This design comes from an exercise in tuning for small area on the open sky130 flow, not from production work.
Where RTL was checked, it was by simulation tests only, not by an equivalence proof against the original.
Power is estimated from default activity; no workload was simulated.

before:
==> flow/design.v <==
`timescale 1ns / 1ps
module apb_bit (
    input wire clk,
    input wire we,
    input wire web,
    input wire d,
    output reg q
);
    always @(posedge clk)
        q <= (q & web) | (d & we);
endmodule
module apb_aoi3 (
    input wire a0, input wire s0,
    input wire a1, input wire s1,
    input wire a2, input wire s2,
    output wire y
);
    assign y = ~((a0 & s0) | (a1 & s1) | (a2 & s2));
endmodule
module apb_nand2 (
    input wire a, input wire b,
    output wire y
);
    assign y = ~(a & b);
endmodule
module apb_and3 (
    input wire a, input wire b, input wire c,
    output wire y
);
    assign y = a & b & c;
endmodule
module apb_nand4 (
    input wire a, input wire b, input wire c, input wire d,
    output wire y
);
    assign y = ~(a & b & c & d);
endmodule
module apb_inv (
    input wire a,
    output wire y
);
    assign y = ~a;
endmodule
module apb_slave (
    input wire PCLK,
    input wire PRESETn,
    input wire PSEL,
    input wire PENABLE,
    input wire PWRITE,
    input wire [31:0] PADDR,
    input wire [31:0] PWDATA,
    output wire [31:0] PRDATA,
    output reg PREADY
);
    reg [3:0] raddr;
    wire [15:0] we;
    wire [15:0] web;
    wire [15:0] sel;
    wire [15:0] seln;
    wire [31:0] q [0:15];
    always @(posedge PCLK or negedge PRESETn) begin
        if (~PRESETn)
            PREADY <= 0;
        else
            PREADY <= 1;
    end
    always @(posedge PCLK)
        raddr <= PADDR[3:0];
    wire wr = PSEL & PENABLE & PWRITE;
    wire [3:0] wlo, whi, rlo, rhi;
    genvar i, w, b;
    generate
        for (i = 0; i < 4; i = i + 1) begin : pre
            assign wlo[i] = wr & (PADDR[1:0] == i);
            assign whi[i] = (PADDR[3:2] == i);
            assign rlo[i] = (raddr[1:0] == i);
            assign rhi[i] = (raddr[3:2] == i);
        end
        for (w = 0; w < 16; w = w + 1) begin : word
            apb_nand2 wn (.a(whi[w / 4]), .b(wlo[w % 4]), .y(web[w]));
            apb_inv   wi (.a(web[w]), .y(we[w]));
            apb_nand2 rn (.a(rhi[w / 4]), .b(rlo[w % 4]), .y(seln[w]));
            apb_inv   ri (.a(seln[w]), .y(sel[w]));
            for (b = 0; b < 32; b = b + 1) begin : bits
                apb_bit u (.clk(PCLK), .we(we[w]), .web(web[w]), .d(PWDATA[b]), .q(q[w][b]));
            end
        end
        for (b = 0; b < 32; b = b + 1) begin : rd
            wire [5:0] x;
            wire x012;
            apb_aoi3 g0 (.a0(q[0][b]),  .s0(sel[0]),  .a1(q[1][b]),  .s1(sel[1]),  .a2(q[2][b]),  .s2(sel[2]),  .y(x[0]));
            apb_aoi3 g1 (.a0(q[3][b]),  .s0(sel[3]),  .a1(q[4][b]),  .s1(sel[4]),  .a2(q[5][b]),  .s2(sel[5]),  .y(x[1]));
            apb_aoi3 g2 (.a0(q[6][b]),  .s0(sel[6]),  .a1(q[7][b]),  .s1(sel[7]),  .a2(q[8][b]),  .s2(sel[8]),  .y(x[2]));
            apb_aoi3 g3 (.a0(q[9][b]),  .s0(sel[9]),  .a1(q[10][b]), .s1(sel[10]), .a2(q[11][b]), .s2(sel[11]), .y(x[3]));
            apb_aoi3 g4 (.a0(q[12][b]), .s0(sel[12]), .a1(q[13][b]), .s1(sel[13]), .a2(q[14][b]), .s2(sel[14]), .y(x[4]));
            apb_nand2 g5 (.a(q[15][b]), .b(sel[15]), .y(x[5]));
            apb_and3  g6 (.a(x[0]), .b(x[1]), .c(x[2]), .y(x012));
            apb_nand4 g7 (.a(x012), .b(x[3]), .c(x[4]), .d(x[5]), .y(PRDATA[b]));
        end
    endgenerate
endmodule
Settings: LEC_CHECK=0, CAP_MARGIN=20, CORE_MARGIN=2, CORE_UTILIZATION=65, GPL_TIMING_DRIVEN=0, PLACE_DENSITY=0.75, SLEW_MARGIN=20, SYNTH_HIERARCHICAL=1, SYNTH_MINIMUM_KEEP_SIZE=0; clock period 5.0 ns.
standard.sh (not shown) runs the stock make flow with config.mk's settings and CLKGATE_MAP_FILE= SYNTH_SCRIPT=/design/flow/synth_recipe.tcl, a recipe that flattens the netlist after the stock synthesis.
==> flow/flow/run.sh <==
#!/bin/bash
# Own layout flow: the standard synthesis and layout, with
#  - port buffers of the smallest buffer cell (every port still gets one),
#  - clock tree of clkbuf_8 leaf clusters without dummy balancing loads.
# Each step's full output goes to a log of its own in this folder.
set -euo pipefail
bash standard.sh synth > synth.log 2>&1
CTS="-sink_clustering_enable -repair_clock_nets -dont_use_dummy_load -buf_list sky130_fd_sc_hd__clkbuf_8 -sink_clustering_size 20 -sink_clustering_max_diameter 50"
bash standard.sh \
  "BUFFER_PORTS_ARGS=-buffer_cell sky130_fd_sc_hd__buf_1" \
  "CTS_ARGS=$CTS" \
  finish > layout.log 2>&1
--- input diff before..after ---
--- a/flow/design.v
+++ b/flow/design.v
@@ -53,10 +53,10 @@
     output reg PREADY
 );
     reg [3:0] raddr;
-    wire [15:0] we;
-    wire [15:0] web;
-    wire [15:0] sel;
-    wire [15:0] seln;
+    wire [31:0] we;
+    wire [31:0] web;
+    wire [31:0] sel;
+    wire [31:0] seln;
     wire [31:0] q [0:15];
     always @(posedge PCLK or negedge PRESETn) begin
         if (~PRESETn)
@@ -77,23 +77,25 @@
             assign rhi[i] = (raddr[3:2] == i);
         end
         for (w = 0; w < 16; w = w + 1) begin : word
-            apb_nand2 wn (.a(whi[w / 4]), .b(wlo[w % 4]), .y(web[w]));
-            apb_inv   wi (.a(web[w]), .y(we[w]));
-            apb_nand2 rn (.a(rhi[w / 4]), .b(rlo[w % 4]), .y(seln[w]));
-            apb_inv   ri (.a(seln[w]), .y(sel[w]));
+            for (i = 0; i < 2; i = i + 1) begin : half
+                apb_nand2 wn (.a(whi[w / 4]), .b(wlo[w % 4]), .y(web[i*16 + w]));
+                apb_inv   wi (.a(web[i*16 + w]), .y(we[i*16 + w]));
+                apb_nand2 rn (.a(rhi[w / 4]), .b(rlo[w % 4]), .y(seln[i*16 + w]));
+                apb_inv   ri (.a(seln[i*16 + w]), .y(sel[i*16 + w]));
+            end
             for (b = 0; b < 32; b = b + 1) begin : bits
-                apb_bit u (.clk(PCLK), .we(we[w]), .web(web[w]), .d(PWDATA[b]), .q(q[w][b]));
+                apb_bit u (.clk(PCLK), .we(we[(b / 16)*16 + w]), .web(web[(b / 16)*16 + w]), .d(PWDATA[b]), .q(q[w][b]));
             end
         end
         for (b = 0; b < 32; b = b + 1) begin : rd
             wire [5:0] x;
             wire x012;
-            apb_aoi3 g0 (.a0(q[0][b]),  .s0(sel[0]),  .a1(q[1][b]),  .s1(sel[1]),  .a2(q[2][b]),  .s2(sel[2]),  .y(x[0]));
-            apb_aoi3 g1 (.a0(q[3][b]),  .s0(sel[3]),  .a1(q[4][b]),  .s1(sel[4]),  .a2(q[5][b]),  .s2(sel[5]),  .y(x[1]));
-            apb_aoi3 g2 (.a0(q[6][b]),  .s0(sel[6]),  .a1(q[7][b]),  .s1(sel[7]),  .a2(q[8][b]),  .s2(sel[8]),  .y(x[2]));
-            apb_aoi3 g3 (.a0(q[9][b]),  .s0(sel[9]),  .a1(q[10][b]), .s1(sel[10]), .a2(q[11][b]), .s2(sel[11]), .y(x[3]));
-            apb_aoi3 g4 (.a0(q[12][b]), .s0(sel[12]), .a1(q[13][b]), .s1(sel[13]), .a2(q[14][b]), .s2(sel[14]), .y(x[4]));
-            apb_nand2 g5 (.a(q[15][b]), .b(sel[15]), .y(x[5]));
+            apb_aoi3 g0 (.a0(q[0][b]),  .s0(sel[(b / 16)*16 + 0]),  .a1(q[1][b]),  .s1(sel[(b / 16)*16 + 1]),  .a2(q[2][b]),  .s2(sel[(b / 16)*16 + 2]),  .y(x[0]));
+            apb_aoi3 g1 (.a0(q[3][b]),  .s0(sel[(b / 16)*16 + 3]),  .a1(q[4][b]),  .s1(sel[(b / 16)*16 + 4]),  .a2(q[5][b]),  .s2(sel[(b / 16)*16 + 5]),  .y(x[1]));
+            apb_aoi3 g2 (.a0(q[6][b]),  .s0(sel[(b / 16)*16 + 6]),  .a1(q[7][b]),  .s1(sel[(b / 16)*16 + 7]),  .a2(q[8][b]),  .s2(sel[(b / 16)*16 + 8]),  .y(x[2]));
+            apb_aoi3 g3 (.a0(q[9][b]),  .s0(sel[(b / 16)*16 + 9]),  .a1(q[10][b]), .s1(sel[(b / 16)*16 + 10]), .a2(q[11][b]), .s2(sel[(b / 16)*16 + 11]), .y(x[3]));
+            apb_aoi3 g4 (.a0(q[12][b]), .s0(sel[(b / 16)*16 + 12]), .a1(q[13][b]), .s1(sel[(b / 16)*16 + 13]), .a2(q[14][b]), .s2(sel[(b / 16)*16 + 14]), .y(x[4]));
+            apb_nand2 g5 (.a(q[15][b]), .b(sel[(b / 16)*16 + 15]), .y(x[5]));
             apb_and3  g6 (.a(x[0]), .b(x[1]), .c(x[2]), .y(x012));
             apb_nand4 g7 (.a(x012), .b(x[3]), .c(x[4]), .d(x[5]), .y(PRDATA[b]));
         end
Notes after the runs:
Higher average wire length per cell after detail routing among before and after: before. From before to after the numbers moved as follows: first-pass GRT wire length lower, wire length has decreased, overall power -0.62%, synthesis-to-finish area growth went down by 4.8 points. met4 as the top routing layer in use was reported by after, and met5 by before. Placement-stage worst setup slack: after worse than before. On after: setup slack of the critical path after layout is 160 ps lower than what before gave. Diff before -> after: synthesized instance count moved up, clock period minus final worst setup slack rose 160 ps. after vs before: maximum fanout encountered on the critical timing path down. Between before and after, the area taken by multi-input logic gates is higher for after.
No functional check of the RTL was part of before.

[afterwards: timing with drivers on the ports]
How much do the figures lean on ideal ports? The routed layouts below were timed once more, with nothing changed but the port constraints. Step 1, drivers: a clkbuf_16 drives PCLK and a buf_2 each remaining input, both assumed. Step 2, shift: input delay + t, output delay - t, t = (earliest + latest rising clock arrival at the registers) / 2. This alone moves slack from input paths to output paths. Three values: ideal ports, drivers, drivers and shift; two values: the first two.
| run | shift t [ns] | slack for setup (ns) | worst setup path at the end |
|---|---|---|---|
| before | 0.619 | 1.190 / 1.139 / 1.268 | input to register |
| after | 0.607 | 1.025 / 0.975 / 1.004 | input to register |
After both steps every run listed still meets setup and hold. For after, which loses most, drivers alone change the setup slack by -0.050 ns; drivers and shift together by -0.021 ns.
